Source: an optimization exercise on an open RTL-to-GDS flow (aim: small area and a short achievable clock period). Production flows keep margins and buffers that such runs may drop. Where RTL was checked, it was by simulation tests only, not by an equivalence proof against the original. The RTL of runs 5 and 6 was laid out without a check of its function. Power is estimated from default activity; no workload was simulated.

`flow/flow/run.sh`:
```
#!/bin/bash
# The standard ORFS layout (the standard.sh) with changes to how it sizes
# cells only: the port buffers that the standard flow inserts use the smallest
# buffer (buf_1), and clock tree synthesis uses clkbuf_8 clusters of at most
# 26 sinks and no dummy loads. Everything else is the standard flow.
set -euo pipefail
export BUFFER_PORTS_ARGS="-buffer_cell sky130_fd_sc_hd__buf_1"
export CTS_ARGS="-sink_clustering_enable -repair_clock_nets -sink_clustering_size 26 -sink_clustering_max_diameter 60 -buf_list sky130_fd_sc_hd__clkbuf_8 -dont_use_dummy_load"
bash standard.sh > standard_flow.log 2>&1
```
`flow/standard.sh`:
```
#!/bin/bash
# synth_recipe.tcl (not shown) runs the flow's synth.tcl, then flattens the netlist and writes it again
# the make line also repeats each setting of config.mk as NAME=value (left out here)
make -C /OpenROAD-flow-scripts/flow DESIGN_CONFIG=/design/flow/config.mk WORK_HOME=/design/flow/orfs CLKGATE_MAP_FILE= SYNTH_SCRIPT=/design/flow/synth_recipe.tcl "${@:-finish}"
```
`flow/config.mk`:
```
export PLATFORM = sky130hd
export DESIGN_NAME = proc
export DESIGN_NICKNAME = proc
export VERILOG_FILES = /design/flow/design.v
export SDC_FILE = /design/flow/constraint.sdc
export NUM_CORES = 4
export LEC_CHECK = 0
export CAP_MARGIN = 20
export CORE_MARGIN = 2
export CORE_UTILIZATION = 62
export SETUP_SLACK_MARGIN = 5
export SLEW_MARGIN = 20
export SYNTH_HIERARCHICAL = 1
```
`flow/constraint.sdc`:
```
create_clock -name core_clock -period 9.0 [get_ports {clk}]
set_input_delay 1.8000 -clock core_clock [delete_from_list [all_inputs] [get_ports {clk}]]
set_output_delay 1.8000 -clock core_clock [all_outputs]
set_load 0.01 [all_outputs]
```
`flow/design.v`:
```
module proc (
  imem_addr, dmem_addr, dmem_wdata, dmem_re, dmem_we, halt_out,
  clk, rst, imem_data, dmem_rdata
  );
  input clk;
  input rst;
  output [15:0] imem_addr;
  input  [15:0] imem_data;
  output [15:0] dmem_addr;
  output [15:0] dmem_wdata;
  output        dmem_re;
  output        dmem_we;
  input  [15:0] dmem_rdata;
  output        halt_out;
  reg [15:0] pc;                   
  reg [15:0] ir_d, pc_d;           
  reg [15:0] x_e, y_e;             
  reg [7:0]  imm_e;                 
  reg [2:0]  rs_e, rt_e;           
  reg [1:0]  opl_e;                
  reg        sub_e, jr_e;
  reg        r_add_e, r_xor_e, r_andn_e, r_imm_e, r_btr_e, r_set_e, r_sh_e;
  reg [1:0]  shop_e;               
  reg [3:0]  shamt_e;              
  reg [2:0]  wreg_e;
  reg        regw_e, memr_e, memw_e, br_e, jmp_e, halt_e;
  reg [15:0] alu_m, wdata_m;       
  reg [2:0]  wreg_m;
  reg        regw_m, re_m, we_m, redir_m, halt_m;
  reg [15:0] rf [0:7];
  wire [4:0] op = ir_d[15:11];
  wire [2:0] fs = ir_d[10:8];
  wire [2:0] ft = ir_d[7:5];
  wire [1:0] d_fn = ir_d[1:0];
  wire d_st    = (op == 5'b10000);
  wire d_ld    = (op == 5'b10001);
  wire d_stu   = (op == 5'b10011);
  wire d_jl    = (op[4:1] == 4'b0011);           
  wire d_jr    = (op == 5'b00101) | (op == 5'b00111);
  wire d_br    = (op[4:2] == 3'b011);
  wire d_jmp   = (op[4:2] == 3'b001);
  wire d_memw  = d_st | d_stu;
  wire d_memr  = d_st | d_ld | d_stu;
  wire d_five  = (op[4:2] == 3'b010) | (op[4:2] == 3'b101) | d_memr;
  wire d_zx    = (op == 5'b01010) | (op == 5'b01011) | (op == 5'b10010);
  wire d_regdst = (op[4:2] == 3'b111) | (op[4:1] == 4'b1101) | (op == 5'b11001);
  wire d_regw  = (op[4:2] == 3'b010) | (op[4:2] == 3'b101) | d_ld | d_stu |
                 (op[4:3] == 2'b11) | (op == 5'b10010) | d_jl;
  wire d_rsv = (op[4:2] == 3'b010) | (op[4:2] == 3'b101) | (op[4:3] == 2'b11 && op != 5'b11000) |
               (op == 5'b01100) | (op == 5'b10010) | d_memr | d_jr;
  wire d_rtv = (op[4:2] == 3'b111) | (op[4:1] == 4'b1101) | d_memr | d_jl;
  wire [2:0] d_rt  = d_jl ? 3'b111 : ft;
  wire [2:0] d_rsf = d_rsv ? fs : 3'b000;
  wire [2:0] d_wreg = d_jl ? 3'b111 : d_stu ? fs : d_five ? ft : d_regdst ? ir_d[4:2] : fs;
  wire d_rr   = (op == 5'b11011);
  wire d_sub  = (d_rr & d_fn == 2'b01) | (op == 5'b01001) | (op[4:2] == 3'b111 && op[1:0] != 2'b11);
  wire d_bimm = (op[4:2] == 3'b010) | (op[4:2] == 3'b100) | (op[4:2] == 3'b101) | (op == 5'b00111);
  wire [15:0] d_imm = d_five ? (d_zx ? {11'b0, ir_d[4:0]} : {{11{ir_d[4]}}, ir_d[4:0]})
                             : (d_zx ? {8'b0, ir_d[7:0]}  : {{8{ir_d[7]}}, ir_d[7:0]});
  wire d_r_add  = (op == 5'b01000) | (op == 5'b01001) | d_memr | (d_rr & ~d_fn[1]);
  wire d_r_xor  = (op == 5'b01010) | (d_rr & d_fn == 2'b10);
  wire d_r_andn = (op == 5'b01011) | (d_rr & d_fn == 2'b11);
  wire d_r_slbi = (op == 5'b10010);
  wire d_r_lbi  = (op == 5'b11000);
  wire d_r_btr  = (op == 5'b11001);
  wire d_r_set  = (op[4:2] == 3'b111);
  wire d_r_sh   = ~(d_r_add | d_r_xor | d_r_andn | d_r_lbi | d_r_btr | d_r_set);    
  wire [1:0] d_shop = (op[4:2] == 3'b101) ? op[1:0] : (op == 5'b11010) ? d_fn : d_r_slbi ? 2'b01 : 2'b00;
  wire stall = memr_e & ((rt_e == fs) & d_rsv | (rt_e == d_rt) & d_rtv);
  wire [15:0] wd;
  integer i;
  always @(posedge clk) begin
    for (i = 0; i < 8; i = i + 1)
      if (rst | (regw_m & (wreg_m == i)))
        rf[i] <= wd;
  end
  wire [2:0] sel1 = d_memw ? fs : ft;
  wire [2:0] sel2 = d_memw ? ft : fs;
  wire [7:0] oh1 = 8'b1 << sel1;
  wire [7:0] oh2 = 8'b1 << sel2;
  wire [15:0] rd_1, rd_2;
  sel8 RD1(.s(oh1), .d0(rf[0]), .d1(rf[1]), .d2(rf[2]), .d3(rf[3]),
           .d4(rf[4]), .d5(rf[5]), .d6(rf[6]), .d7(rf[7]), .q(rd_1));
  sel8 RD2(.s(oh2), .d0(rf[0]), .d1(rf[1]), .d2(rf[2]), .d3(rf[3]),
           .d4(rf[4]), .d5(rf[5]), .d6(rf[6]), .d7(rf[7]), .q(rd_2));
  wire [15:0] res, wbv;
  wire fa_ld  = memr_e & regw_e & (d_rsf == rs_e);
  wire fa_ex  = regw_e & d_rsv & (fs == wreg_e);
  wire fa_mem = regw_m & d_rsv & (fs == wreg_m);
  wire fb_ex  = regw_e & d_rtv & (d_rt == wreg_e);
  wire fb_mem = regw_m & d_rtv & (d_rt == wreg_m);
  wire [15:0] x_n = fb_ex ? res : fb_mem ? wbv : rd_1;
  wire d_pcb = d_br | (op == 5'b00100) | (op == 5'b00110);    
  wire d_ximm = d_bimm | d_r_lbi;
  wire xs_rd2 = d_jr;
  wire xs_pc  = ~d_jr & d_pcb;
  wire xs_imm = ~d_jr & ~d_pcb & d_ximm;
  wire xs_fwd = ~d_jr & ~d_pcb & ~d_ximm;
  wire xs_res = xs_fwd & fb_ex;
  wire xs_wbv = xs_fwd & ~fb_ex & fb_mem;
  wire xs_rd1 = xs_fwd & ~fb_ex & ~fb_mem;
  wire st_go  = d_memw & ~stall;
  wire ys_rd1 = st_go ? (~fb_ex & ~fb_mem) : fa_ld;
  wire ys_res = st_go ? fb_ex : (~fa_ld & fa_ex);
  wire ys_wbv = st_go ? (~fb_ex & fb_mem) : (~fa_ld & ~fa_ex & fa_mem);
  wire ys_rd2 = ~st_go & ~fa_ld & ~fa_ex & ~fa_mem;
  wire [15:0] x_sel, y_sel;
  sel6 XS(.s({xs_res, xs_wbv, xs_rd1, xs_rd2, xs_pc, xs_imm}),
          .d0(d_imm), .d1(pc_d), .d2(rd_2), .d3(rd_1), .d4(wbv), .d5(res), .q(x_sel));
  sel4 YS(.s({ys_res, ys_wbv, ys_rd1, ys_rd2}),
          .d0(rd_2), .d1(rd_1), .d2(wbv), .d3(res), .q(y_sel));
  wire [15:0] pc2;
  wire [15:1] pc_c;
  assign pc_c[1] = 1'b1;
  genvar q;
  generate for (q = 1; q < 16; q = q + 1) begin : PCINC
    assign pc2[q] = pc[q] ^ pc_c[q];
    if (q < 15) begin : C
      assign pc_c[q + 1] = pc[q] & pc_c[q];
    end
  end endgenerate
  assign pc2[0] = pc[0];
  wire [15:0] pc_d_nx = stall ? pc : pc2;
  wire [15:0] pc_nx;
  sel3 PCN(.s({~rst & ~stall & redir_m, ~rst & ~stall & ~redir_m, ~rst & stall}),
           .d0(pc), .d1(pc2), .d2(wdata_m), .q(pc_nx));
  assign imem_addr = pc;
  always @(posedge clk) begin
    pc <= pc_nx;
    ir_d[15:11] <= rst ? 5'b00001 : imem_data[15:11];    
    ir_d[10:0]  <= imem_data[10:0];
    pc_d <= pc_d_nx;
  end
  always @(posedge clk) begin
    x_e    <= x_sel;
    y_e    <= y_sel;
    imm_e  <= ir_d[7:0];
    rs_e   <= fs;
    rt_e   <= ft;
    opl_e  <= op[1:0];
    sub_e  <= d_sub;
    jr_e   <= d_jr;
    r_add_e <= d_r_add; r_xor_e <= d_r_xor; r_andn_e <= d_r_andn;
    r_imm_e <= d_r_slbi | d_r_lbi; r_btr_e <= d_r_btr; r_set_e <= d_r_set; r_sh_e <= d_r_sh;
    shop_e  <= d_shop;
    shamt_e <= d_r_slbi ? 4'd8 : d_bimm ? ir_d[3:0] : x_n[3:0];
    wreg_e <= d_wreg;
    if (rst) begin
      regw_e <= 1'b0; memr_e <= 1'b0; memw_e <= 1'b0;
      br_e <= 1'b0; jmp_e <= 1'b0; halt_e <= 1'b0;
    end else begin
      regw_e <= d_regw & ~stall;
      memr_e <= d_memr;
      memw_e <= d_memw & ~stall;
      br_e   <= d_br;
      jmp_e  <= d_jmp;
      halt_e <= (op == 5'b00000);
    end
  end
  wire [15:0] x = x_e;
  wire [15:0] y = y_e;
  wire [7:0]  imm = imm_e;
  wire [15:0] opb    = x;
  wire [15:0] add_a  = sub_e ? ~y : y;
  wire [16:0] sum    = {1'b0, add_a} + {1'b0, opb} + {16'b0, sub_e};
  wire [3:0] sh_rot = shop_e[1] ? (4'd0 - shamt_e) : shamt_e;
  wire [15:0] rt1 = sh_rot[0] ? {y[14:0],   y[15]}      : y;
  wire [15:0] rt2 = sh_rot[1] ? {rt1[13:0], rt1[15:14]} : rt1;
  wire [15:0] rt4 = sh_rot[2] ? {rt2[11:0], rt2[15:12]} : rt2;
  wire [15:0] rot = sh_rot[3] ? {rt4[7:0],  rt4[15:8]}  : rt4;
  reg  [15:0] sh_mask;
  integer k;
  always @(*) begin
    for (k = 0; k < 16; k = k + 1)
      case (shop_e)
        2'b01:   sh_mask[k] = (k >= shamt_e);         
        2'b11:   sh_mask[k] = ((15 - k) >= shamt_e);  
        default: sh_mask[k] = 1'b1;                   
      endcase
  end
  wire [15:0] sh_res = rot & sh_mask;
  wire eq  = (sum[15:0] == 16'h0000);
  wire c15 = sum[15] ^ ~y[15] ^ x[15];
  wire le  = (~x[15] & y[15]) | (~x[15] & c15) | (y[15] & c15);    
  wire set_bit = (opl_e == 2'b00) ? eq : (opl_e == 2'b01) ? (le & ~eq) : (opl_e == 2'b10) ? le : sum[16];
  wire [15:0] btr;
  genvar g;
  generate for (g = 0; g < 16; g = g + 1) begin : BTRG
    assign btr[g] = y[15 - g];
  end endgenerate
  assign res = ({16{r_add_e}}  & sum[15:0]) |
               ({16{r_xor_e}}  & (y ^ opb)) |
               ({16{r_andn_e}} & (y & ~opb)) |
               ({16{r_imm_e}}  & x) |
               ({16{r_btr_e}}  & btr) |
               ({16{r_set_e}}  & {15'b0, set_bit}) |
               ({16{r_sh_e}}   & sh_res);
  wire yz = (y == 16'h0000);
  wire cond = opl_e[1] ? (opl_e[0] ? ~y[15] : y[15]) : (opl_e[0] ? ~yz : yz);
  wire [7:0]  t_offh = (jr_e | (br_e & cond)) ? {8{imm[7]}} : {{5{rs_e[2]}}, rs_e};
  wire [15:0] t_sum  = x + {t_offh, imm[7:0]};
  always @(posedge clk) begin
    alu_m   <= res;
    wdata_m <= (br_e | jmp_e) ? t_sum : y;
    wreg_m  <= wreg_e;
    if (rst) begin
      regw_m <= 1'b0; re_m <= 1'b0; we_m <= 1'b0; redir_m <= 1'b0; halt_m <= 1'b0;
    end else begin
      regw_m  <= regw_e;
      re_m    <= memr_e & ~memw_e;
      we_m    <= memw_e;
      redir_m <= br_e | jmp_e;
      halt_m  <= halt_e;
    end
  end
  assign dmem_addr  = alu_m;
  assign dmem_wdata = wdata_m;
  assign dmem_re    = re_m;
  assign dmem_we    = we_m & ~rst;
  assign halt_out   = halt_m;
  assign wbv = re_m ? dmem_rdata : alu_m;
  wire jl_next = (imem_data[15:12] == 4'b0011);
  wire w_pc  = ~rst & jl_next;
  wire w_rd  = ~rst & ~jl_next & re_m;
  wire w_alu = ~rst & ~jl_next & ~re_m;
  sel3 WD(.s({w_pc, w_rd, w_alu}), .d0(alu_m), .d1(dmem_rdata), .d2(pc_d_nx), .q(wd));
endmodule
module sel8(s, d0, d1, d2, d3, d4, d5, d6, d7, q);
  input  [7:0]  s;
  input  [15:0] d0, d1, d2, d3, d4, d5, d6, d7;
  output [15:0] q;
  assign q = ({16{s[0]}} & d0) | ({16{s[1]}} & d1) | ({16{s[2]}} & d2) | ({16{s[3]}} & d3) |
             ({16{s[4]}} & d4) | ({16{s[5]}} & d5) | ({16{s[6]}} & d6) | ({16{s[7]}} & d7);
endmodule
module sel6(s, d0, d1, d2, d3, d4, d5, q);
  input  [5:0]  s;
  input  [15:0] d0, d1, d2, d3, d4, d5;
  output [15:0] q;
  assign q = ({16{s[0]}} & d0) | ({16{s[1]}} & d1) | ({16{s[2]}} & d2) | ({16{s[3]}} & d3) |
             ({16{s[4]}} & d4) | ({16{s[5]}} & d5);
endmodule
module sel4(s, d0, d1, d2, d3, q);
  input  [3:0]  s;
  input  [15:0] d0, d1, d2, d3;
  output [15:0] q;
  assign q = ({16{s[0]}} & d0) | ({16{s[1]}} & d1) | ({16{s[2]}} & d2) | ({16{s[3]}} & d3);
endmodule
module sel3(s, d0, d1, d2, q);
  input  [2:0]  s;
  input  [15:0] d0, d1, d2;
  output [15:0] q;
  assign q = ({16{s[0]}} & d0) | ({16{s[1]}} & d1) | ({16{s[2]}} & d2);
endmodule
```
==> results of run 1 <==
per-stage QoR:
step           instances  cell area [um^2]
2_1_floorplan       1579             16000
3_3_place_gp        1895             16100
3_5_place_dp        1895             16100
4_1_cts             1923             16500
5_1_grt             1925             16500
6_report            1925             16500
per-module statistics from Yosys, one instance, submodules excluded:
module / flops+latches / times used / area (um^2) / cells inside
proc: 285 / 1 / 12900 / 1185
sel3: 0 / 2 / 248 / 35
sel4: 0 / 1 / 464 / 56
sel6: 0 / 1 / 589 / 76
sel8: 0 / 2 / 779 / 96
synth_stat cells (11+ instances only):
cell type / count
inv_1: 81
clkbuf_1: 51
a22oi_2: 22
nand2_1: 133
o2111ai_1: 11
buf_6: 53
a22oi_1: 214
ha_1: 63
nor2_1: 86
xnor2_1: 21
o21ai_1: 25
a31oi_1: 15
mux2i_1: 55
a222oi_1: 34
xor2_1: 40
mux2_2: 32
a21oi_1: 48
nand4_1: 57
nor3_1: 26
nand3_1: 29
edfxtp_1: 128
dfxtp_1: 157
o21ai_0: 24
nor2b_1: 20
cell type report:
type                       count  area (um^2)  area share, %
timing repair buffer         106          490           2.97
multi-input combinational   1091         7950           48.1
clock buffer                  25          344           2.08
inverter                      88          330           2.00
tap                          330          413           2.50
sequential                   285         7010           42.4
repair_timing:
item	CTS	global route
gates cloned	1	0
endpoints found under the setup margin	49	75
setup buffers	2	2
gates resized for setup	15	22
hold buffers	0	0
pin swaps	2	4
logic make-up after synthesis:
| group | after synthesis |
|---|---|
| AO/OA/AOI/OAI | 464 |
| XOR/XNOR | 62 |
| adder cells (fa/ha/maj) | 65 |
| buffers and inverters | 203 |
| flip-flops | 285 |
| multiplexers | 96 |
| AND/OR/NAND/NOR | 404 |
power breakdown:
group | leakage [nW] | internal [mW] | switching, mW | total, mW
combinational | 3.74 | 0.482 | 0.830 | 1.31
clock | 0.180 | 0.247 | 0.390 | 0.637
sequential | 2.62 | 1.62 | 0.269 | 1.88
layer usage:
layer	track usage (%)	up-vias	part of all wire [%]
met2	57.5	865	46
met5	0	-	0
met4	18.2	0	5.5
met3	6.55	164	10
met1	48.1	6425	39
li1	-	6032	-
state kept, by name (all words and copies together) (netlist names), 2 cells and up:
signal	count
imm_e	6
wreg_e	3
ir_d	16
shop_e	2
y_e	16
x_e	16
wreg_m	3
pc	16
rf	128
wdata_m	16
alu_m	16
shamt_e	4
opl_e	2
rt_e	2
pc_d	16
rs_e	3
worst register-to-register path: stages, from the launching register on:
cell and delay [ps]:
dfxtp_1 750, inv_2 290, ha_1 360, mux2i_2 140, buf_4 290, mux2i_1 340
mux2i_1 160, mux2i_1 210, nand2_1 80, o2111ai_1 320, o2111ai_1 460, a22oi_1 270
nand3_1 130
path summary, 6_finish.rpt:
check,endpoint,from,cells after the start
hold reg to reg,re_m,memw_e,1
setup / recovery,dmem_we,rst,4
hold / removal,re_m,memw_e,1
setup reg to reg,x_e[9],shamt_e[0],12
==> summary.txt, run 1 <==
Power
  • Pwr per Cell Area: 232 mW/mm^2
  • Leak pwr: 6.54 nW
  • Pwr Total: 3.83 mW
  • VDD IR max: 0.000177 V

Drt
  • DR WL/cell: 26.0 um
  • Total iterations of the first detailed-routing run: 10
  • ANT nets after route: 0
  • Vias: 13,500
  • Residual DRC count: 0
  • Final wirelength: 50.1 mm
  • Vias/cell: 7.01
  • Initial detailed-routing violation count: 2,006

Logic synthesis
  • Adder-Cell Fraction of Synth Area: 5.17%
  • Main combinational cell family by area after synthesis: compound AO/OA/AOI/OAI gates
  • Complex-gate fraction of the synthesized area: 21.6%
  • Sequential cell area fraction in the yosys report: 43.6%
  • Most used DFF post-synth: dfxtp_1
  • Synth Area in XOR/XNOR: 3.47%
  • Syn_area_per_cell: 10.2 um^2
  • EDFF count, synth: 128
  • Mux cell area share after synthesis: 6.31%
  • Top cell type's share of synthesized area: 24.0%
  • Syn Nets: 1,678
  • Post-synthesis cell count: 1,579
  • Post-Synth Simple-Gate Area: 12.3%
  • Area contributors post-synth: edfxtp_1 (24%), dfxtp_1 (20%), a22oi_1 (10%)
  • Seq cells post-synth: 285
  • Synth Cell Area: 0.0160 mm^2
  • Count of cell types in the netlist: 72
  • Ys async rst share: 0%
  • Synth area leader: edfxtp_1
  • Synthesis Warnings: 9

Die
  • Die H: 165 um
  • Die width: 165 um
  • Row count: 58
  • Die area: 0.0272 mm^2
  • IO Pins: 85
  • Core Area: 0.0253 mm^2
  • Initial Util: 63.5%

Worst setup path
  • Crit end category: output port
  • Critical-path maximum fanout: 2
  • Slowest stage delay, CP: 130 ps
  • CP max stage cell: buf_2
  • Startpoint type of the worst setup path: primary input
  • Worst path top cell family by delay: buffers and inverters
  • Crit Path Class: in -> out
  • CP arrival: 2220 ps
  • CP most frequent cell: buf_6
  • Reg2reg setup slack: 5090 ps
  • Crit path buffers/inverters: 3
  • Worst Path Required: 7200 ps
  • Critical path, cell by cell: buf_6 -> buf_6 -> nor2b_1 -> buf_2

Clock tree
  • CTS Root Cell: clkbuf_8
  • CTS tree: built
  • Clk sinks: 285
  • Htree depth: 1
  • Clk latency of the worst-skew pair: 590 ps
  • Total CTS buffers: 25
  • Reg clk slew, reported paths: 100 ps
  • Maximum clock path buffer count: 3

Timing
  • Final Hold Slack: 417 ps
  • Setup TNS Final: 0 ps
  • Final hold viol count: 0
  • Final setup violation count: 0
  • Clk_skew: 75.4 ps
  • Period minus WS final: 4020 ps
  • RSZ-0062 raised after global routing: yes
  • Setup WS post-layout: 4980 ps
  • Worst-margin pin slew: 1110 ps
  • Slew headroom: 25.5%
  • Period utilization: 44.7%
  • Max Clk Rate: 249 MHz
  • Max Slew Vio Count: 0

Finish
  • Filler cell count: 2,077
  • Commonest non-fill, non-tap cells in the layout: a22oi_1 (214), dfxtp_1 (144), nand2_1 (133), edfxtp_1 (128), buf_1 (82)
  • Fin util: 65.5%
  • Nets: 1,696
  • Antenna Cells: 0
  • Layout cells sized above 1: 10.8%
  • Most common cell after layout, fill and taps aside: a22oi_1
  • Area growth syn-to-layout: 3.17%

Global route
  • Vias in the first global route: 12,300
  • GR Overflow Total: 0
  • Initial antenna violation count: 0
  • GRT Util Overall: 36.3%
  • First-pass GRT wire length: 74.0 mm
  • Largest net degree at the start of global routing: 28

Run status
  • Outcome: complete, no violations

Place
  • Dpl ws: 4750 ps
  • GPL Wtd Cong: 0.982
  • DPL Wire Length: 36.0 mm
  • Port buffer count: 84

Flow run
  • Max Cap Viol: 0

Hold path
  • Min-Delay Path Class: reg -> reg
==> inputs of run 2 (changes only) <==
--- a/flow/config.mk
+++ b/flow/config.mk
@@ -9,5 +9,6 @@
 export CORE_MARGIN = 2
 export CORE_UTILIZATION = 62
-export SETUP_SLACK_MARGIN = 5
+export SETUP_SLACK_MARGIN = 4.95
 export SLEW_MARGIN = 20
 export SYNTH_HIERARCHICAL = 1
+export TNS_END_PERCENT = 0
==> run 2 against run 1 <==
Effect of this change:
- clock power barely moved
- worst hold slack got worse by 0.67 ps
- still clean
- synthesized cell count did not move
- utilization fell by 0.43 points
- critical path depth did not move
- fmax fell by 3.2%
- area after synthesis did not move
- non-clock buffer count fell by 5
- first-iteration DRC count rose by 7.9%
- highest routed layer unchanged
- combinational power barely moved
- global-route usage fell by 0.16 points
- sequential share of layout area rose by 0.19 points
==> summary.txt, run 2 <==
Logic synthesis
  • Count of cell types in the netlist: 72 (unchanged)
  • Top cell type's share of synthesized area: 24.0% (unchanged)
  • EDFF count, synth: 128 (unchanged)
  • Synth area leader: edfxtp_1 (unchanged)
  • Seq cells post-synth: 285 (unchanged)
  • Sequential cell area fraction in the yosys report: 43.6% (unchanged)
  • Synth Cell Area: 0.0160 mm^2 (unchanged)
  • Syn Nets: 1,678 (unchanged)
  • Count leader, synth: a22oi_1 (unchanged)
  • Synth Area in XOR/XNOR: 3.47% (unchanged)
  • Ys async rst share: 0% (unchanged)
  • Most used DFF post-synth: dfxtp_1 (unchanged)
  • Syn_area_per_cell: 10.2 um^2 (unchanged)
  • Area contributors post-synth: edfxtp_1 (24%), dfxtp_1 (20%), a22oi_1 (10%) (unchanged)
  • Synthesis Warnings: 9 (unchanged)
  • Commonest cells post-synth: a22oi_1 (214), dfxtp_1 (157), nand2_1 (133) (unchanged)
  • Adder-Cell Fraction of Synth Area: 5.17% (unchanged)
  • Post-Synth Simple-Gate Area: 12.3% (unchanged)
  • Post-synthesis cell count: 1,579 (unchanged)
  • Complex-gate fraction of the synthesized area: 21.6% (unchanged)
  • Mux cell area share after synthesis: 6.31% (unchanged)
  • Main combinational cell family by area after synthesis: compound AO/OA/AOI/OAI gates (unchanged)

Timing
  • Slew headroom: 25.7% (was 25.5%)
  • Period minus WS final: 4160 ps (was 4020 ps)
  • Period utilization: 46.2% (was 44.7%)
  • Final hold viol count: 0 (unchanged)
  • Setup TNS Final: 0 ps (unchanged)
  • Max Slew Vio Count: 0 (unchanged)
  • RSZ-0062 raised after global routing: yes (unchanged)
  • Worst-margin pin slew: 1110 ps (about the same)
  • Clk_skew: 74.1 ps (was 75.4 ps)
  • Max Clk Rate: 241 MHz (was 249 MHz)
  • Final setup violation count: 0 (unchanged)

Worst setup path
  • Crit path buffers/inverters: 3 (unchanged)
  • Worst path top cell family by delay: buffers and inverters (unchanged)
  • Slowest stage delay, CP: 270 ps (was 130 ps)
  • Crit end category: output port (unchanged)
  • Reg-to-Reg Start: pc[1] (was shamt_e[0])
  • CP max stage cell: buf_4 (was buf_2)
  • Critical path, cell by cell: buf_1 -> buf_4 -> nor2b_1 -> clkbuf_2 (was buf_6 -> buf_6 -> nor2b_1 -> buf_2)
  • Critical-path maximum fanout: 26 (was 2)
  • Startpoint type of the worst setup path: primary input (unchanged)
  • Reg2reg setup slack: 4980 ps (was 5090 ps)
  • Worst-case reg-to-reg path depth: 16 (was 12)
  • Worst Path Required: 7200 ps (about the same)
  • Crit Path Class: in -> out (unchanged)
  • Worst r2r dst: rf[5][14] (was x_e[9])
  • CP arrival: 2360 ps (was 2220 ps)

Die
  • Die width: 165 um (unchanged)
  • IO Pins: 85 (unchanged)
  • Row count: 58 (unchanged)
  • Die area: 0.0272 mm^2 (unchanged)
  • Die H: 165 um (unchanged)
  • Core Area: 0.0253 mm^2 (unchanged)
  • Initial Util: 63.5% (unchanged)

Hold path
  • Hold Path Depth: 1 (unchanged)
  • Min-Delay Path Class: reg -> reg (unchanged)
  • Hold wc startpoint: memw_e (unchanged)
  • Hold Path End: re_m (unchanged)

Global route
  • GRT Util Overall: 36.2% (was 36.3%)
  • Vias in the first global route: 12,300 (about the same)
  • Initial antenna violation count: 0 (unchanged)
  • Largest net degree at the start of global routing: 28 (unchanged)
  • GR Overflow Total: 0 (unchanged)
  • First-pass GRT wire length: 73.7 mm (was 74.0 mm)

Clock tree
  • Clk latency of the worst-skew pair: 580 ps (was 590 ps)
  • Reg clk slew, reported paths: 100 ps (about the same)
  • Maximum clock path buffer count: 3 (unchanged)
  • Total CTS buffers: 25 (unchanged)
  • Clk sinks: 285 (unchanged)
  • CTS Root Cell: clkbuf_8 (unchanged)
  • Htree depth: 1 (unchanged)
  • Hold_buf cts: 0 (unchanged)
  • Post-CTS setup buffer count: 0 (was 2)
  • CTS tree: built (unchanged)

Run status
  • Outcome: complete, no violations (unchanged)

Finish
  • Area growth syn-to-layout: 2.49% (was 3.17%)
  • Nets: 1,691 (was 1,696)
  • Antenna Cells: 0 (unchanged)
  • Biggest register: rf (unchanged)
  • Most common cell after layout, fill and taps aside: a22oi_1 (unchanged)
  • Largest register FFs: 128 (unchanged)
  • Commonest non-fill, non-tap cells in the layout: a22oi_1 (214), dfxtp_1 (152), nand2_1 (133), edfxtp_1 (128), buf_1 (83) (was a22oi_1 (214), dfxtp_1 (144), nand2_1 (133), edfxtp_1 (128), buf_1 (82))
  • Filler cell count: 2,088 (was 2,077)
  • Layout cells sized above 1: 9.31% (was 10.8%)

Drt
  • Total iterations of the first detailed-routing run: 9 (was 10)
  • Vias/cell: 6.99 (was 7.01)
  • DR WL/cell: 26.0 um (about the same)
  • Final wirelength: 49.9 mm (was 50.1 mm)
  • Initial detailed-routing violation count: 2,165 (was 2,006)
  • Vias: 13,400 (was 13,500)
  • Residual DRC count: 0 (unchanged)
  • ANT nets after route: 0 (unchanged)

Power
  • Pwr Total: 3.82 mW (was 3.83 mW)
  • Leak pwr: 6.53 nW (was 6.54 nW)
  • Pwr per Cell Area: 233 mW/mm^2 (was 232 mW/mm^2)
  • VDD IR max: 0.000176 V (was 0.000177 V)

Place
  • DPL Wire Length: 36.0 mm (unchanged)
  • GPL Wtd Cong: 0.982 (unchanged)
  • Port buffer count: 84 (unchanged)

Flow run
  • Max Cap Viol: 0 (unchanged)
## run 2: through the flow
step                util, %  hold WS [ps]  std cells  cell area [um^2]  setup WS [ps]
finish                 65.1           416       1920             16400           4840
global route           65.1           426       1920             16400           4780
CTS                    65.0           416       1920             16400           4830
detailed placement     63.6           393       1895             16100           4750
global placement       63.6           396       1895             16100           4830
floorplan                 -           329       1579             16000           5020
## run 2: cell type report
type / count / area, um^2 / share of cell area (%)
tap: 330 / 413 / 2.51
sequential: 285 / 6990 / 42.6
inverter: 88 / 330 / 2.01
timing repair buffer: 101 / 444 / 2.70
multi-input combinational: 1091 / 7910 / 48.1
clock buffer: 25 / 344 / 2.09
## run 2: worst max path at each step
stage / from / endpoint / slack [ps] / cells after the start
after floorplan: rst / dmem_we / 5020 / 2
after global placement: rst / dmem_we / 4830 / 4
after detailed placement: sub_e / shamt_e[0] / 4750 / 13
after CTS: rst / dmem_we / 4830 / 4
after global routing: rst / dmem_we / 4780 / 4
final: rst / dmem_we / 4840 / 4
## run 2: worst reg2reg max path: cells and delay by family, from the launching register on
| kind | cells | cell delay [ps] |
|---|---|---|
| compound gates | 1 | 420 |
| flops | 1 | 350 |
| mux | 1 | 300 |
| fa+ha+maj | 13 | 2470 |
| buf+inv | 1 | 150 |
## run 2: logic make-up after synthesis
kind of cell	count (synthesis)
compound gates	464
simple gates	404
flops	285
buf+inv	203
mux	96
fa+ha+maj	65
xor+xnor	62
## run 2: power by group
group / switching, mW / internal, mW / total (mW)
registers: 0.268 / 1.61 / 1.88
clock network: 0.387 / 0.247 / 0.634
logic: 0.829 / 0.477 / 1.31
total: 1.48 / 2.34 / 3.82
## run 2: per-layer routing
metal  vias to the layer above  routed length [um]  track usage [%]
li1                       6025                   -                -
met1                      6435               19500             47.9
met2                       797               22800             57.6
met3                       163                4830             6.50
met4                         0                2740             17.5
met5                         -                   0                0
## run 2: what timing repair did
| item | in CTS | in global routing |
|---|---|---|
| hold endpoints to repair | 0 | 0 |
| gates cloned | 0 | 0 |
| pin swaps | 0 | 1 |
| endpoints found under the setup margin | 28 | 144 |
| gates resized for setup | 1 | 10 |
## run 2: Yosys stat by module (local to each module, per instance)
| module | area, um^2 | cells |
|---|---|---|
| sel3 | 248 | 35 |
| sel4 | 464 | 56 |
| sel6 | 589 | 76 |
| proc | 12900 | 1185 |
| sel8 | 779 | 96 |
==> inputs of run 3 (changes only) <==
--- a/flow/config.mk
+++ b/flow/config.mk
@@ -12,3 +12,2 @@
 export SLEW_MARGIN = 20
 export SYNTH_HIERARCHICAL = 1
-export TNS_END_PERCENT = 0
==> run 3 against run 2 <==
Effect of this change:
- still clean on timing, DRC and antenna
- via count rose by 0.23%
- register-to-register slack improved by 140 ps
- combinational power barely moved
- largest power group unchanged
- highest routed layer unchanged
==> summary.txt, run 3 <==
Run status
  • Outcome: complete, no violations (unchanged)

Worst setup path
  • Crit end category: output port (unchanged)
  • CP max stage cell: buf_2 (was buf_4)
  • CP arrival: 2230 ps (was 2360 ps)
  • Worst path top cell family by delay: buffers and inverters (unchanged)
  • Critical-path maximum fanout: 2 (was 26)
  • Crit path buffers/inverters: 3 (unchanged)
  • Worst-case reg-to-reg path depth: 12 (was 16)
  • Levels on crit path: 4 (unchanged)
  • Worst Path Required: 7200 ps (about the same)
  • Slowest stage delay, CP: 130 ps (was 270 ps)
  • Startpoint type of the worst setup path: primary input (unchanged)
  • Critical path, cell by cell: buf_8 -> buf_6 -> nor2b_1 -> buf_2 (was buf_1 -> buf_4 -> nor2b_1 -> clkbuf_2)
  • Crit Path Class: in -> out (unchanged)

Place
  • Port buffer count: 84 (unchanged)
  • Placed cell area: 0.0161 mm^2 (unchanged)
  • Dpl ws: 4750 ps (unchanged)
  • DPL Wire Length: 36.0 mm (unchanged)
  • GPL Wtd Cong: 0.982 (unchanged)

Finish
  • Layout cells sized above 1: 10.4% (was 9.31%)
  • Nets: 1,694 (was 1,691)
  • Final instance area: 0.0165 mm^2 (was 0.0164 mm^2)
  • Largest register FFs: 128 (unchanged)
  • Most common cell after layout, fill and taps aside: a22oi_1 (unchanged)
  • Commonest non-fill, non-tap cells in the layout: a22oi_1 (214), dfxtp_1 (145), nand2_1 (133), edfxtp_1 (128), buf_1 (82) (was a22oi_1 (214), dfxtp_1 (152), nand2_1 (133), edfxtp_1 (128), buf_1 (83))
  • Filler cell count: 2,076 (was 2,088)
  • Fin util: 65.4% (was 65.1%)
  • Antenna Cells: 0 (unchanged)
  • Biggest register: rf (unchanged)
  • Area growth syn-to-layout: 2.99% (was 2.49%)

Clock tree
  • Htree depth: 1 (unchanged)
  • CTS tree: built (unchanged)
  • Maximum clock path buffer count: 3 (unchanged)
  • Hold_buf cts: 0 (unchanged)
  • Total CTS buffers: 25 (unchanged)
  • Clk sinks: 285 (unchanged)
  • Reg clk slew, reported paths: 100 ps (about the same)
  • CTS Root Cell: clkbuf_8 (unchanged)
  • Clk latency of the worst-skew pair: 580 ps (about the same)

Power
  • Pwr per Cell Area: 232 mW/mm^2 (was 233 mW/mm^2)
  • VDD IR max: 0.000177 V (was 0.000176 V)
  • Leak pwr: 6.55 nW (was 6.53 nW)

Timing
  • Worst-margin pin slew: 1120 ps (was 1110 ps)
  • Period utilization: 44.7% (was 46.2%)
  • Period minus WS final: 4030 ps (was 4160 ps)
  • Clk_skew: 68.3 ps (was 74.1 ps)
  • Max Clk Rate: 248 MHz (was 241 MHz)
  • Final setup violation count: 0 (unchanged)
  • Slew headroom: 25.0% (was 25.7%)
  • RSZ-0062 raised after global routing: yes (unchanged)
  • Max Slew Vio Count: 0 (unchanged)
  • Setup WS post-layout: 4970 ps (was 4840 ps)
  • Final hold viol count: 0 (unchanged)
  • Setup TNS Final: 0 ps (unchanged)

Logic synthesis
  • Commonest cells post-synth: a22oi_1 (214), dfxtp_1 (157), nand2_1 (133) (unchanged)
  • Seq cells post-synth: 285 (unchanged)
  • Ys async rst share: 0% (unchanged)
  • Synth Cell Area: 0.0160 mm^2 (unchanged)
  • Count leader, synth: a22oi_1 (unchanged)
  • EDFF count, synth: 128 (unchanged)
  • Syn_area_per_cell: 10.2 um^2 (unchanged)
  • Sequential cell area fraction in the yosys report: 43.6% (unchanged)
  • Syn Nets: 1,678 (unchanged)
  • Synth area leader: edfxtp_1 (unchanged)
  • Count of cell types in the netlist: 72 (unchanged)
  • Synthesis Warnings: 9 (unchanged)
  • Most used DFF post-synth: dfxtp_1 (unchanged)
  • Area contributors post-synth: edfxtp_1 (24%), dfxtp_1 (20%), a22oi_1 (10%) (unchanged)
  • Top cell type's share of synthesized area: 24.0% (unchanged)
  • Post-synthesis cell count: 1,579 (unchanged)

Die
  • IO Pins: 85 (unchanged)
  • Die H: 165 um (unchanged)
  • Initial Util: 63.5% (unchanged)
  • Die area: 0.0272 mm^2 (unchanged)
  • Core Area: 0.0253 mm^2 (unchanged)
  • Row count: 58 (unchanged)
  • Die width: 165 um (unchanged)

Hold path
  • Hold Path Depth: 1 (unchanged)
  • Min-Delay Path Class: reg -> reg (unchanged)

Global route
  • First-pass GRT wire length: 74.0 mm (was 73.7 mm)
  • Largest net degree at the start of global routing: 28 (unchanged)
  • Vias in the first global route: 12,300 (about the same)
  • GRT Util Overall: 36.3% (was 36.2%)
  • Initial antenna violation count: 0 (unchanged)
  • GR Overflow Total: 0 (unchanged)

Drt
  • Initial detailed-routing violation count: 1,812 (was 2,165)
  • Vias: 13,500 (was 13,400)
  • Final wirelength: 50.0 mm (was 49.9 mm)
  • Total iterations of the first detailed-routing run: 7 (was 9)
  • Residual DRC count: 0 (unchanged)
  • Vias/cell: 6.99 (about the same)
  • DR WL/cell: 26.0 um (about the same)
  • ANT nets after route: 0 (unchanged)

Flow run
  • Max Cap Viol: 0 (unchanged)
==> run 3: metrics by stage <==
stage                     cells  total power [mW]  hold WS, ps
final                      1923              3.83          416
after global routing       1923              4.00          426
after CTS                  1922              3.78          416
after detailed placement   1895              3.15          393
after global placement     1895              3.14          396
after floorplan            1579              2.70          329
==> run 3: path summary, 6_finish.rpt <==
| check | startpoint | endpoint | slack [ps] |
|---|---|---|---|
| setup / recovery | rst | dmem_we | 4970 |
| hold / removal | memw_e | re_m | 420 |
| setup reg to reg | shamt_e[0] | x_e[9] | 5120 |
| hold reg to reg | memw_e | re_m | 420 |
==> run 3: area by class of cell <==
| type | instances | area [um^2] | area share (%) |
|---|---|---|---|
| multi-input cells | 1091 | 7940 | 48.1 |
| flip-flops and latches | 285 | 7000 | 42.4 |
| clock buffers | 25 | 344 | 2.08 |
| inverters | 88 | 330 | 2.00 |
| repair buffers | 104 | 479 | 2.90 |
| well taps | 330 | 413 | 2.50 |
==> run 3: logic make-up (layout without fill, tap and decap cells) <==
family | after synthesis | count (layout) | share of synthesized area (%)
buffers and inverters | 203 | 217 | 7.57
muxes | 96 | 96 | 6.31
adders and majority gates | 65 | 65 | 5.17
xor gates and xnor gates | 62 | 62 | 3.47
AOI/OAI and AO/OA | 464 | 464 | 21.6
DFF | 285 | 285 | 43.6
and+or+nand+nor | 404 | 404 | 12.3
==> run 3: report_power, final <==
group | total (mW) | switching [mW] | internal, mW
registers | 1.88 | 0.268 | 1.62
logic | 1.31 | 0.828 | 0.479
clock network | 0.635 | 0.388 | 0.247
total | 3.83 | 1.48 | 2.34
==> run 3: routing by layer <==
layer | GRT usage [%] | routed length, um | share of wire [%] | vias to the layer above
met1 | 48.2 | 19000 | 38 | 6365
met3 | 6.55 | 5310 | 11 | 164
li1 | - | - | - | 6026
met5 | 0 | 0 | 0 | -
met2 | 57.4 | 22900 | 46 | 896
met4 | 18.2 | 2770 | 5.5 | 0
==> run 3: modules after synthesis (local to each module, per instance) <==
module	cells inside	flip-flops and latches	area (um^2)
sel3	35	0	248
proc	1185	285	12900
sel4	56	0	464
sel6	76	0	589
sel8	96	0	779
==> run 3: what timing repair did <==
item,4_1_cts,5_1_grt
resized for setup,12,20
cloned,1,0
setup endpoints to repair,28,147
hold endpoints to repair,0,0
pin swaps,2,3
buffers inserted,1,1
==> inputs of run 4 (changes only) <==
--- a/flow/config.mk
+++ b/flow/config.mk
@@ -6,8 +6,8 @@
 export NUM_CORES = 4
 export LEC_CHECK = 0
-export CAP_MARGIN = 20
+export CAP_MARGIN = 5
 export CORE_MARGIN = 2
 export CORE_UTILIZATION = 62
 export SETUP_SLACK_MARGIN = 4.95
-export SLEW_MARGIN = 20
+export SLEW_MARGIN = 5
 export SYNTH_HIERARCHICAL = 1
==> run 4 against run 3 <==
Effect of this change:
- synthesized cell count stayed put
- count of clock-buffer cells in the layout unchanged
- setup slack is the same
- sequential share of layout area unchanged
- critical endpoint unchanged
- critical path depth unchanged
- worst hold slack stayed put
- wire length unchanged
- area after synthesis is the same
- power unchanged
- die area unchanged
- fmax unchanged
==> summary.txt, run 4 <==
Run status
  • Outcome: complete, no violations (unchanged)

Finish
  • Layout cells sized above 1: 10.4% (unchanged)
  • Antenna Cells: 0 (unchanged)
  • Nets: 1,694 (unchanged)
  • Largest register FFs: 128 (unchanged)
  • Area growth syn-to-layout: 2.99% (unchanged)
  • Filler cell count: 2,076 (unchanged)
  • Final instance area: 0.0165 mm^2 (unchanged)
  • Post-route insts no fill: 1,923 (unchanged)
  • Biggest register: rf (unchanged)
  • Most common cell after layout, fill and taps aside: a22oi_1 (unchanged)
  • Commonest non-fill, non-tap cells in the layout: a22oi_1 (214), dfxtp_1 (145), nand2_1 (133), edfxtp_1 (128), buf_1 (82) (unchanged)
  • Fin util: 65.4% (unchanged)

Worst setup path
  • Worst Path Required: 7200 ps (about the same)
  • Crit Path Class: in -> out (unchanged)
  • Worst-case reg-to-reg path depth: 12 (unchanged)
  • CP arrival: 2230 ps (about the same)
  • Critical-path maximum fanout: 2 (unchanged)
  • Reg2reg setup slack: 5120 ps (about the same)
  • Startpoint type of the worst setup path: primary input (unchanged)
  • Worst r2r dst: x_e[9] (unchanged)
  • Reg-to-Reg Start: shamt_e[0] (unchanged)
  • Worst setup path start: rst (unchanged)
  • Crit end category: output port (unchanged)
  • Worst Setup EP: dmem_we (unchanged)

Logic synthesis
  • Syn Nets: 1,678 (unchanged)
  • Post-synthesis cell count: 1,579 (unchanged)
  • Top cell type's share of synthesized area: 24.0% (unchanged)
  • Area contributors post-synth: edfxtp_1 (24%), dfxtp_1 (20%), a22oi_1 (10%) (unchanged)
  • Synth area leader: edfxtp_1 (unchanged)
  • Syn_area_per_cell: 10.2 um^2 (unchanged)
  • Commonest cells post-synth: a22oi_1 (214), dfxtp_1 (157), nand2_1 (133) (unchanged)
  • Count leader, synth: a22oi_1 (unchanged)
  • Synth Cell Area: 0.0160 mm^2 (unchanged)
  • EDFF count, synth: 128 (unchanged)
  • Sequential cell area fraction in the yosys report: 43.6% (unchanged)
  • Most used DFF post-synth: dfxtp_1 (unchanged)
  • Seq cells post-synth: 285 (unchanged)
  • Ys async rst share: 0% (unchanged)
  • Count of cell types in the netlist: 72 (unchanged)
  • Synthesis Warnings: 9 (unchanged)

Clock tree
  • Clk latency of the worst-skew pair: 580 ps (about the same)
  • Clk sinks: 285 (unchanged)
  • Hold_buf cts: 0 (unchanged)
  • CTS tree: built (unchanged)
  • Htree depth: 1 (unchanged)
  • Reg clk slew, reported paths: 100 ps (about the same)
  • Total CTS buffers: 25 (unchanged)
  • Maximum clock path buffer count: 3 (unchanged)
  • CTS Root Cell: clkbuf_8 (unchanged)

Die
  • Core Area: 0.0253 mm^2 (unchanged)
  • Initial Util: 63.5% (unchanged)
  • Die width: 165 um (unchanged)
  • Row count: 58 (unchanged)
  • Die area: 0.0272 mm^2 (unchanged)
  • Die H: 165 um (unchanged)
  • IO Pins: 85 (unchanged)

Timing
  • Setup TNS Final: 0 ps (unchanged)
  • Worst-margin pin slew: 1120 ps (unchanged)
  • Setup WS post-layout: 4970 ps (unchanged)
  • RSZ-0062 raised after global routing: yes (unchanged)
  • Final hold viol count: 0 (unchanged)
  • Max Clk Rate: 248 MHz (unchanged)
  • Max Slew Vio Count: 0 (unchanged)
  • Clk_skew: 68.3 ps (unchanged)
  • Period minus WS final: 4030 ps (unchanged)
  • Final setup violation count: 0 (unchanged)
  • Period utilization: 44.7% (unchanged)
  • Final Hold Slack: 416 ps (unchanged)
  • Slew headroom: 25.0% (unchanged)

Drt
  • ANT nets after route: 0 (unchanged)
  • Initial detailed-routing violation count: 1,812 (unchanged)
  • Vias/cell: 6.99 (unchanged)
  • DR WL/cell: 26.0 um (unchanged)
  • Total iterations of the first detailed-routing run: 7 (unchanged)
  • Final wirelength: 50.0 mm (unchanged)
  • Residual DRC count: 0 (unchanged)
  • Vias: 13,500 (unchanged)

Hold path
  • Min-Delay Path Class: reg -> reg (unchanged)

Place
  • GPL Wtd Cong: 0.982 (unchanged)
  • Port buffer count: 84 (unchanged)
  • DPL Wire Length: 36.0 mm (unchanged)
  • Placed cell area: 0.0161 mm^2 (unchanged)
  • Dpl ws: 4750 ps (unchanged)
  • Placed Cells incl. Taps: 1,895 (unchanged)

Global route
  • GRT Util Overall: 36.3% (unchanged)
  • Largest net degree at the start of global routing: 28 (unchanged)
  • First-pass GRT wire length: 74.0 mm (unchanged)
  • GR Overflow Total: 0 (unchanged)
  • Initial antenna violation count: 0 (unchanged)
  • Vias in the first global route: 12,300 (unchanged)

Power
  • Pwr Total: 3.83 mW (unchanged)
  • VDD IR max: 0.000177 V (unchanged)
  • Pwr per Cell Area: 232 mW/mm^2 (unchanged)
  • Leak pwr: 6.55 nW (unchanged)

Flow run
  • Max Cap Viol: 0 (unchanged)
[run 4: worst max-delay path: stages]
cell	delay, ps
buf_8	100
buf_6	110
nor2b_1	90
buf_2	130
[run 4: cell type report]
class	count	area, um^2	area share, %
tap	330	413	2.50
timing repair buffer	104	479	2.90
multi-input combinational	1091	7940	48.1
sequential	285	7000	42.4
clock buffer	25	344	2.08
inverter	88	330	2.00
[run 4: cell families (layout without fill, tap and decap cells)]
logic type      after synthesis  in the layout  share of synthesized area, %
xor+xnor                     62             62                          3.47
fa+ha+maj                    65             65                          5.17
buf+inv                     203            217                          7.57
flops                       285            285                          43.6
simple gates                404            404                          12.3
mux                          96             96                          6.31
compound gates              464            464                          21.6
[run 4: modules after synthesis (local to each module, per instance)]
module	flops+latches	cells inside	copies in the design	cell area, um^2
proc	285	1185	1	12900
sel3	0	35	2	248
sel4	0	56	1	464
sel6	0	76	1	589
sel8	0	96	2	779
[run 4: what timing repair did]
action	in CTS	in global routing
pin swaps	2	3
cloned	1	0
buffers inserted	1	1
setup endpoints to repair	28	147
resized for setup	12	20
[run 4: layer usage]
layer | wire [um] | GRT usage [%]
met3 | 5310 | 6.55
met2 | 22900 | 57.4
met5 | 0 | 0
met1 | 19000 | 48.2
met4 | 2770 | 18.2
[run 4: report_power, final]
part           switching, mW  internal [mW]
clock                  0.388          0.247
sequential             0.268           1.62
combinational          0.828          0.479
[run 4: worst min-delay path by stage]
stage | depth (start not counted) | from | endpoint | slack, ps
finish | 1 | memw_e | re_m | 420
floorplan | 0 | ir_d[12] | opl_e[1] | 330
global route | 0 | wreg_e[0] | wreg_m[0] | 430
detailed placement | 0 | wreg_e[0] | wreg_m[0] | 390
global placement | 1 | memw_e | re_m | 400
CTS | 1 | memw_e | re_m | 420
==> inputs of run 5 (changes only) <==
--- a/flow/design.v
+++ b/flow/design.v
@@ -84,5 +84,5 @@
   sel8 RD2(.s(oh2), .d0(rf[0]), .d1(rf[1]), .d2(rf[2]), .d3(rf[3]),
            .d4(rf[4]), .d5(rf[5]), .d6(rf[6]), .d7(rf[7]), .q(rd_2));
-  wire [15:0] res, wbv;
+  wire [15:0] res;
   wire fa_ld  = memr_e & regw_e & (d_rsf == rs_e);
   wire fa_ex  = regw_e & d_rsv & (fs == wreg_e);
@@ -90,5 +90,4 @@
   wire fb_ex  = regw_e & d_rtv & (d_rt == wreg_e);
   wire fb_mem = regw_m & d_rtv & (d_rt == wreg_m);
-  wire [15:0] x_n = fb_ex ? res : fb_mem ? wbv : rd_1;
   wire d_pcb = d_br | (op == 5'b00100) | (op == 5'b00110);    
   wire d_ximm = d_bimm | d_r_lbi;
@@ -106,8 +105,10 @@
   wire ys_rd2 = ~st_go & ~fa_ld & ~fa_ex & ~fa_mem;
   wire [15:0] x_sel, y_sel;
-  sel6 XS(.s({xs_res, xs_wbv, xs_rd1, xs_rd2, xs_pc, xs_imm}),
-          .d0(d_imm), .d1(pc_d), .d2(rd_2), .d3(rd_1), .d4(wbv), .d5(res), .q(x_sel));
-  sel4 YS(.s({ys_res, ys_wbv, ys_rd1, ys_rd2}),
-          .d0(rd_2), .d1(rd_1), .d2(wbv), .d3(res), .q(y_sel));
+  wire [3:0] wbv4 = re_m ? dmem_rdata[3:0] : alu_m[3:0];
+  wire [3:0] x_n4 = fb_ex ? res[3:0] : fb_mem ? wbv4 : rd_1[3:0];
+  sel7 XS(.s({xs_res, xs_wbv & re_m, xs_wbv & ~re_m, xs_rd1, xs_rd2, xs_pc, xs_imm}),
+          .d0(d_imm), .d1(pc_d), .d2(rd_2), .d3(rd_1), .d4(alu_m), .d5(dmem_rdata), .d6(res), .q(x_sel));
+  sel5 YS(.s({ys_res, ys_wbv & re_m, ys_wbv & ~re_m, ys_rd1, ys_rd2}),
+          .d0(rd_2), .d1(rd_1), .d2(alu_m), .d3(dmem_rdata), .d4(res), .q(y_sel));
   wire [15:0] pc2;
   wire [15:1] pc_c;
@@ -144,5 +145,5 @@
     r_imm_e <= d_r_slbi | d_r_lbi; r_btr_e <= d_r_btr; r_set_e <= d_r_set; r_sh_e <= d_r_sh;
     shop_e  <= d_shop;
-    shamt_e <= d_r_slbi ? 4'd8 : d_bimm ? ir_d[3:0] : x_n[3:0];
+    shamt_e <= d_r_slbi ? 4'd8 : d_bimm ? ir_d[3:0] : x_n4;
     wreg_e <= d_wreg;
     if (rst) begin
@@ -219,5 +220,4 @@
   assign dmem_we    = we_m & ~rst;
   assign halt_out   = halt_m;
-  assign wbv = re_m ? dmem_rdata : alu_m;
   wire jl_next = (imem_data[15:12] == 4'b0011);
   wire w_pc  = ~rst & jl_next;
@@ -233,4 +233,18 @@
              ({16{s[4]}} & d4) | ({16{s[5]}} & d5) | ({16{s[6]}} & d6) | ({16{s[7]}} & d7);
 endmodule
+module sel7(s, d0, d1, d2, d3, d4, d5, d6, q);
+  input  [6:0]  s;
+  input  [15:0] d0, d1, d2, d3, d4, d5, d6;
+  output [15:0] q;
+  assign q = ({16{s[0]}} & d0) | ({16{s[1]}} & d1) | ({16{s[2]}} & d2) | ({16{s[3]}} & d3) |
+             ({16{s[4]}} & d4) | ({16{s[5]}} & d5) | ({16{s[6]}} & d6);
+endmodule
+module sel5(s, d0, d1, d2, d3, d4, q);
+  input  [4:0]  s;
+  input  [15:0] d0, d1, d2, d3, d4;
+  output [15:0] q;
+  assign q = ({16{s[0]}} & d0) | ({16{s[1]}} & d1) | ({16{s[2]}} & d2) | ({16{s[3]}} & d3) |
+             ({16{s[4]}} & d4);
+endmodule
 module sel6(s, d0, d1, d2, d3, d4, d5, q);
   input  [5:0]  s;
==> flow/flow/run.sh (replaced) <==
#!/bin/bash
# The standard ORFS layout (the standard.sh) with changes to how it sizes
# cells only: the port buffers that the standard flow inserts use the smallest
# buffer (buf_1), and clock tree synthesis uses clkbuf_8 clusters of at most
# 20 sinks and no dummy loads. Everything else is the standard flow.
set -euo pipefail
export BUFFER_PORTS_ARGS="-buffer_cell sky130_fd_sc_hd__buf_1"
export CTS_ARGS="-sink_clustering_enable -repair_clock_nets -sink_clustering_size 20 -sink_clustering_max_diameter 50 -buf_list sky130_fd_sc_hd__clkbuf_8 -dont_use_dummy_load"
bash standard.sh > standard_flow.log 2>&1
--- a/flow/config.mk
+++ b/flow/config.mk
@@ -6,8 +6,8 @@
 export NUM_CORES = 4
 export LEC_CHECK = 0
-export CAP_MARGIN = 5
+export CAP_MARGIN = 20
 export CORE_MARGIN = 2
 export CORE_UTILIZATION = 62
-export SETUP_SLACK_MARGIN = 4.95
-export SLEW_MARGIN = 5
+export SETUP_SLACK_MARGIN = 5
+export SLEW_MARGIN = 20
 export SYNTH_HIERARCHICAL = 1
==> run 5 against run 4 <==
Effect of this change:
- via count is 6.2% higher
- non-clock buffer count is 13 higher
- fmax hardly changed
- critical path depth stayed put
- flip-flop and latch count stayed put
- first-iteration DRC count is 40% higher
- utilization is 1.2 points higher
- wire length is 4.9% higher
- critical path type unchanged
- largest power group unchanged
==> summary.txt, run 5 <==
Run status
  • Outcome: complete, no violations (unchanged)

Drt
  • Residual DRC count: 0 (unchanged)
  • ANT nets after route: 0 (unchanged)
  • Initial detailed-routing violation count: 2,537 (was 1,812)
  • DR WL/cell: 26.6 um (was 26.0 um)
  • Total iterations of the first detailed-routing run: 12 (was 7)
  • Final wirelength: 52.5 mm (was 50.0 mm)
  • Vias/cell: 7.23 (was 6.99)
  • Vias: 14,300 (was 13,500)

Hold path
  • Hold Path Depth: 0 (was 1)
  • Hold wc startpoint: wreg_e[0] (was memw_e)
  • Min-Delay Path Class: reg -> reg (unchanged)
  • Hold Path End: wreg_m[0] (was re_m)

Finish
  • Nets: 1,745 (was 1,694)
  • Area growth syn-to-layout: 4.96% (was 2.99%)
  • Layout cells sized above 1: 9.06% (was 10.4%)
  • Most common cell after layout, fill and taps aside: a22oi_1 (unchanged)
  • Antenna Cells: 0 (unchanged)
  • Largest register FFs: 128 (unchanged)
  • Biggest register: rf (unchanged)
  • Fin util: 66.5% (was 65.4%)
  • Commonest non-fill, non-tap cells in the layout: a22oi_1 (187), dfxtp_1 (144), nand2_1 (139), edfxtp_1 (128), inv_1 (86) (was a22oi_1 (214), dfxtp_1 (145), nand2_1 (133), edfxtp_1 (128), buf_1 (82))

Clock tree
  • Total CTS buffers: 29 (was 25)
  • Hold_buf cts: 0 (unchanged)
  • Htree depth: 1 (unchanged)
  • CTS Root Cell: clkbuf_8 (unchanged)
  • Clk sinks: 285 (unchanged)
  • Maximum clock path buffer count: 3 (unchanged)
  • CTS tree: built (unchanged)
  • Reg clk slew, reported paths: 70 ps (was 100 ps)
  • Clk latency of the worst-skew pair: 610 ps (was 580 ps)

Global route
  • Largest net degree at the start of global routing: 32 (was 28)
  • GR Overflow Total: 0 (unchanged)
  • First-pass GRT wire length: 76.5 mm (was 74.0 mm)
  • GRT Util Overall: 37.6% (was 36.3%)
  • Vias in the first global route: 12,700 (was 12,300)
  • Initial antenna violation count: 0 (unchanged)

Logic synthesis
  • Post-synthesis cell count: 1,615 (was 1,579)
  • Count leader, synth: a22oi_1 (unchanged)
  • Top cell type's share of synthesized area: 23.9% (was 24.0%)
  • Synth Cell Area: 0.0161 mm^2 (was 0.0160 mm^2)
  • Most used DFF post-synth: dfxtp_1 (unchanged)
  • Count of cell types in the netlist: 87 (was 72)
  • Synthesis Warnings: 9 (unchanged)
  • Syn_area_per_cell: 9.94 um^2 (was 10.2 um^2)
  • Area contributors post-synth: edfxtp_1 (24%), dfxtp_1 (20%), a22oi_1 (8.7%) (was edfxtp_1 (24%), dfxtp_1 (20%), a22oi_1 (10%))
  • Ys async rst share: 0% (unchanged)
  • Seq cells post-synth: 285 (unchanged)
  • Synth area leader: edfxtp_1 (unchanged)
  • EDFF count, synth: 128 (unchanged)
  • Commonest cells post-synth: a22oi_1 (187), dfxtp_1 (157), nand2_1 (139) (was a22oi_1 (214), dfxtp_1 (157), nand2_1 (133))
  • Sequential cell area fraction in the yosys report: 43.5% (was 43.6%)
  • Syn Nets: 1,714 (was 1,678)

Worst setup path
  • Worst-case reg-to-reg path depth: 16 (was 12)
  • Crit end category: output port (unchanged)
  • Reg2reg setup slack: 5120 ps (about the same)
  • Crit Path Class: in -> out (unchanged)
  • Worst Path Required: 7200 ps (about the same)
  • Reg-to-Reg Start: pc[1] (was shamt_e[0])
  • Startpoint type of the worst setup path: primary input (unchanged)
  • CP arrival: 2230 ps (about the same)
  • Critical-path maximum fanout: 2 (unchanged)
  • Worst r2r dst: rf[2][14] (was x_e[9])

Place
  • Port buffer count: 84 (unchanged)
  • DPL Wire Length: 37.5 mm (was 36.0 mm)
  • GPL Wtd Cong: 0.979 (was 0.982)

Power
  • Pwr per Cell Area: 233 mW/mm^2 (was 232 mW/mm^2)
  • VDD IR max: 0.000150 V (was 0.000177 V)
  • Leak pwr: 6.69 nW (was 6.55 nW)

Timing
  • RSZ-0062 raised after global routing: yes (unchanged)
  • Period minus WS final: 4030 ps (about the same)
  • Period utilization: 44.7% (about the same)
  • Final Hold Slack: 408 ps (was 416 ps)
  • Max Clk Rate: 248 MHz (about the same)
  • Worst-margin pin slew: 1090 ps (was 1120 ps)
  • Final hold viol count: 0 (unchanged)
  • Max Slew Vio Count: 0 (unchanged)
  • Final setup violation count: 0 (unchanged)
  • Clk_skew: 79.9 ps (was 68.3 ps)
  • Slew headroom: 26.6% (was 25.0%)
  • Setup TNS Final: 0 ps (unchanged)

Die
  • Initial Util: 63.4% (was 63.5%)
  • Die area: 0.0272 mm^2 (about the same)
  • Die width: 165 um (about the same)
  • Die H: 165 um (about the same)
  • IO Pins: 85 (unchanged)
  • Core Area: 0.0253 mm^2 (about the same)
  • Row count: 58 (unchanged)

Flow run
  • Max Cap Viol: 0 (unchanged)
run 5: cell types whose count changed in the layout (fill, tap and decap cells not counted), sizes merged, moves of 12 or more:
cell	previous run	this run
a21oi	48	65
a222oi	34	66
a22oi	236	193
buf	104	116
mux2	41	21
o21ai	49	64
run 5: worst max path at each step:
| stage | depth (start not counted) | startpoint | endpoint |
|---|---|---|---|
| 6_report | 4 | rst | dmem_we |
| 5_1_grt | 4 | rst | dmem_we |
| 4_1_cts | 4 | rst | dmem_we |
| 3_5_place_dp | 12 | ir_d[13] | y_e[14] |
| 3_3_place_gp | 12 | ir_d[13] | y_e[3] |
| 2_1_floorplan | 2 | rst | dmem_we |
run 5: cell type report:
cell class | instances | area, um^2
Timing Repair Buffer | 117 | 621
Clock buffer | 29 | 399
Inverter | 88 | 330
Tap cell | 330 | 413
Multi-Input combinational cell | 1125 | 8080
Sequential cell | 285 | 7010
Fill cell | 2015 | 8480
run 5: per-layer routing:
| metal | track usage (%) | wire length, um | vias to the layer above |
|---|---|---|---|
| met1 | 54.1 | 20700 | 6750 |
| met5 | 0 | 0 | - |
| met3 | 7.21 | 6810 | 180 |
| li1 | - | - | 6279 |
| met2 | 57.2 | 22800 | 1072 |
| met4 | 12.3 | 2060 | 0 |
run 5: worst max-delay path, cell delays in order:
cell and delay (ps):
buf_8 100, buf_12 110, nor2b_1 90, buf_2 130
run 5: cells by family after synthesis:
| group | synth area share (%) |
|---|---|
| multiplexers | 5.39 |
| flip-flops | 43.5 |
| AO/OA/AOI/OAI | 23.1 |
| adder cells (fa/ha/maj) | 5.16 |
| XOR/XNOR | 3.09 |
| buffers and inverters | 6.99 |
| AND/OR/NAND/NOR | 12.8 |
run 5: timing repair:
| action | 4_1_cts | 5_1_grt |
|---|---|---|
| setup buffers | 2 | 6 |
| pin swaps | 0 | 2 |
| gates resized for setup | 12 | 26 |
| cloned | 1 | 0 |
| setup endpoints to repair | 79 | 45 |
run 5: Yosys stat by module (local to each module, per instance):
| module | times used | cell area (um^2) | cells | flops+latches |
|---|---|---|---|---|
| proc | 1 | 13100 | 1223 | 285 |
| sel3 | 2 | 248 | 35 | 0 |
| sel5 | 1 | 388 | 55 | 0 |
| sel7 | 1 | 546 | 75 | 0 |
| sel8 | 2 | 779 | 96 | 0 |
run 5: power by group:
group / total, mW / switching, mW / internal (mW)
Sequential: 1.92 / 0.300 / 1.62
Clock: 0.699 / 0.414 / 0.285
Combinational: 1.31 / 0.834 / 0.479
run 5: through the flow:
step	power (mW)	setup WS (ps)	std cells	area [um^2]
detailed placement	3.18	4510	1935	16200
floorplan	2.71	5020	1615	16100
finish	3.93	4970	1974	16900
global placement	3.15	4580	1933	16200
CTS	3.86	4970	1967	16700
global route	4.09	4960	1974	16900
==> inputs of run 6 (changes only) <==
--- a/flow/config.mk
+++ b/flow/config.mk
@@ -8,5 +8,5 @@
 export CAP_MARGIN = 20
 export CORE_MARGIN = 2
-export CORE_UTILIZATION = 62
+export CORE_UTILIZATION = 66
 export SETUP_SLACK_MARGIN = 5
 export SLEW_MARGIN = 20
==> run 6 against run 5 <==
Effect of this change:
- still clean
- worst hold slack improved by 1.9 ps
- clock power rose by 1%
- via count fell by 0.32%
- utilization rose by 3.4 points
- critical path type unchanged
- largest cell class unchanged
==> summary.txt, run 6 <==
Run status
  • Outcome: complete, no violations (unchanged)

Power
  • P_int: 2.39 mW (was 2.38 mW)
  • Sw frac: 39.4% (about the same)
  • Clk pwr share: 18.0% (was 17.8%)
  • Leak pwr: 6.70 nW (was 6.69 nW)
  • Pwr per Cell Area: 234 mW/mm^2 (was 233 mW/mm^2)

Worst setup path
  • Worst r2r dst: wdata_m[15] (was rf[2][14])
  • CP most frequent cell: buf_6
  • Crit Path Class: in -> out (unchanged)
  • Reg-to-Reg Start: y_e[11] (was pc[1])
  • Critical path, cell by cell: buf_6 -> buf_6 -> nor2b_1 -> buf_2 (was buf_8 -> buf_12 -> nor2b_1 -> buf_2)
  • Startpoint type of the worst setup path: primary input (unchanged)
  • Critical-path maximum fanout: 2 (unchanged)

Hold path
  • Hold Path Depth: 1 (was 0)
  • Hold wc startpoint: memw_e (was wreg_e[0])

Timing
  • Final hold viol count: 0 (unchanged)
  • Period utilization: 44.8% (was 44.7%)
  • Worst-margin pin slew: 1070 ps (was 1090 ps)
  • RSZ-0062 raised after global routing: yes (unchanged)
  • Final setup violation count: 0 (unchanged)
  • Max Clk Rate: 248 MHz (about the same)
  • Clk_skew: 138 ps (was 79.9 ps)
  • Final Hold Slack: 410 ps (was 408 ps)

Place
  • DPL Wire Length: 37.5 mm (about the same)
  • GPL Wtd Cong: 1.02 (was 0.979)
  • Placed Cells incl. Taps: 1,940 (was 1,935)
  • Port buffer count: 84 (unchanged)

Finish
  • Antenna Cells: 0 (unchanged)
  • Area growth syn-to-layout: 4.98% (was 4.96%)
  • Largest register FFs: 128 (unchanged)
  • Biggest register: rf (unchanged)

Die
  • IO Pins: 85 (unchanged)
  • Core Area: 0.0241 mm^2 (was 0.0253 mm^2)
  • Die area: 0.0256 mm^2 (was 0.0272 mm^2)
  • Die width: 160 um (was 165 um)

Logic synthesis
  • Top cell type's share of synthesized area: 23.9% (unchanged)
  • Ys async rst share: 0% (unchanged)
  • Count of cell types in the netlist: 87 (unchanged)
  • Syn Nets: 1,714 (unchanged)
  • EDFF count, synth: 128 (unchanged)
  • Area contributors post-synth: edfxtp_1 (24%), dfxtp_1 (20%), a22oi_1 (8.7%) (unchanged)
  • Count leader, synth: a22oi_1 (unchanged)
  • Synth Cell Area: 0.0161 mm^2 (unchanged)

Clock tree
  • Maximum clock path buffer count: 3 (unchanged)
  • CTS Root Cell: clkbuf_8 (unchanged)
  • Reg clk slew, reported paths: 80 ps (was 70 ps)
  • CTS tree: built (unchanged)

Global route
  • Initial antenna violation count: 1 (was 0)

Drt
  • Initial detailed-routing violation count: 2,365 (was 2,537)
## run 6: kinds of logic (layout without fill, tap and decap cells)
logic type / Yosys count / in the layout / share of synthesized area (%)
simple gates: 424 / 424 / 12.8
fa+ha+maj: 65 / 65 / 5.16
flops: 285 / 285 / 43.5
buf+inv: 205 / 244 / 6.99
mux: 83 / 83 / 5.39
compound gates: 498 / 498 / 23.1
xor+xnor: 55 / 55 / 3.09
## run 6: per-layer routing
metal | vias up | routed length, um | global-route usage (%)
li1 | 6289 | - | -
met1 | 6729 | 19600 | 54.1
met2 | 1013 | 23000 | 61.3
met3 | 203 | 7050 | 9.79
met4 | 2 | 2930 | 18.1
met5 | - | 9 | 0
## run 6: worst max-delay path by stage
stage / start / endpoint / slack (ps) / cells past startpoint
global route: rst / dmem_we / 4940 / 4
CTS: rst / dmem_we / 4970 / 4
detailed placement: rst / dmem_we / 4830 / 4
finish: rst / dmem_we / 4970 / 4
floorplan: rst / dmem_we / 5020 / 2
global placement: ir_d[13] / y_e[6] / 4760 / 12
## run 6: timing repair
item / CTS / global route
buffers inserted: 5 / 1
pin swaps: 2 / 2
gates cloned: 1 / 0
hold buffers: 0 / 0
resized for setup: 15 / 20
endpoints found under the hold margin: 0 / 0
setup endpoints to repair: 10 / 54
## run 6: Yosys stat by module, one instance, submodules excluded
module | cell area (um^2) | flops+latches | copies in the design | cells inside
sel3 | 248 | 0 | 2 | 35
sel8 | 779 | 0 | 2 | 96
proc | 13100 | 285 | 1 | 1223
sel5 | 388 | 0 | 1 | 55
sel7 | 546 | 0 | 1 | 75
## run 6: final cells by class
type                    count  area (um^2)  area share (%)
flip-flops and latches    285         7010            41.6
inverters                  88          330            1.96
repair buffers            126          644            3.82
well taps                 324          405            2.41
multi-input cells        1125         8060            47.8
clock buffers              30          413            2.45
## run 6: metrics by stage
step / area [um^2] / setup WS, ps / power (mW) / utilization [%]
after floorplan: 16100 / 5020 / 2.71 / -
after global placement: 16300 / 4760 / 3.15 / 67.5
after detailed placement: 16300 / 4830 / 3.18 / 67.5
after CTS: 16800 / 4970 / 3.87 / 69.6
after global routing: 16900 / 4940 / 4.11 / 69.9
final: 16900 / 4970 / 3.95 / 69.9
## run 6: power by group through the flow
stage	Sequential (mW)	Combinational, mW	Clock [mW]
finish	1.89	1.34	0.709
global route	1.91	1.44	0.759
CTS	1.88	1.29	0.709
detailed placement	1.90	1.28	0
global placement	1.89	1.25	0
floorplan	1.80	0.910	0
## run 6: critical path: cells and delay by family
kind | cells | cell delay, ps
AND/OR/NAND/NOR | 1 | 100
buffers and inverters | 3 | 320

Re-timed with assumed drivers on the ports (clkbuf_16 on the clock, buf_2 on other inputs), run 6 has 4.935 ns of setup slack against 4.967 ns with ideal ports, and 4.925 ns once port delays also move by the mid clock arrival of 0.633 ns.
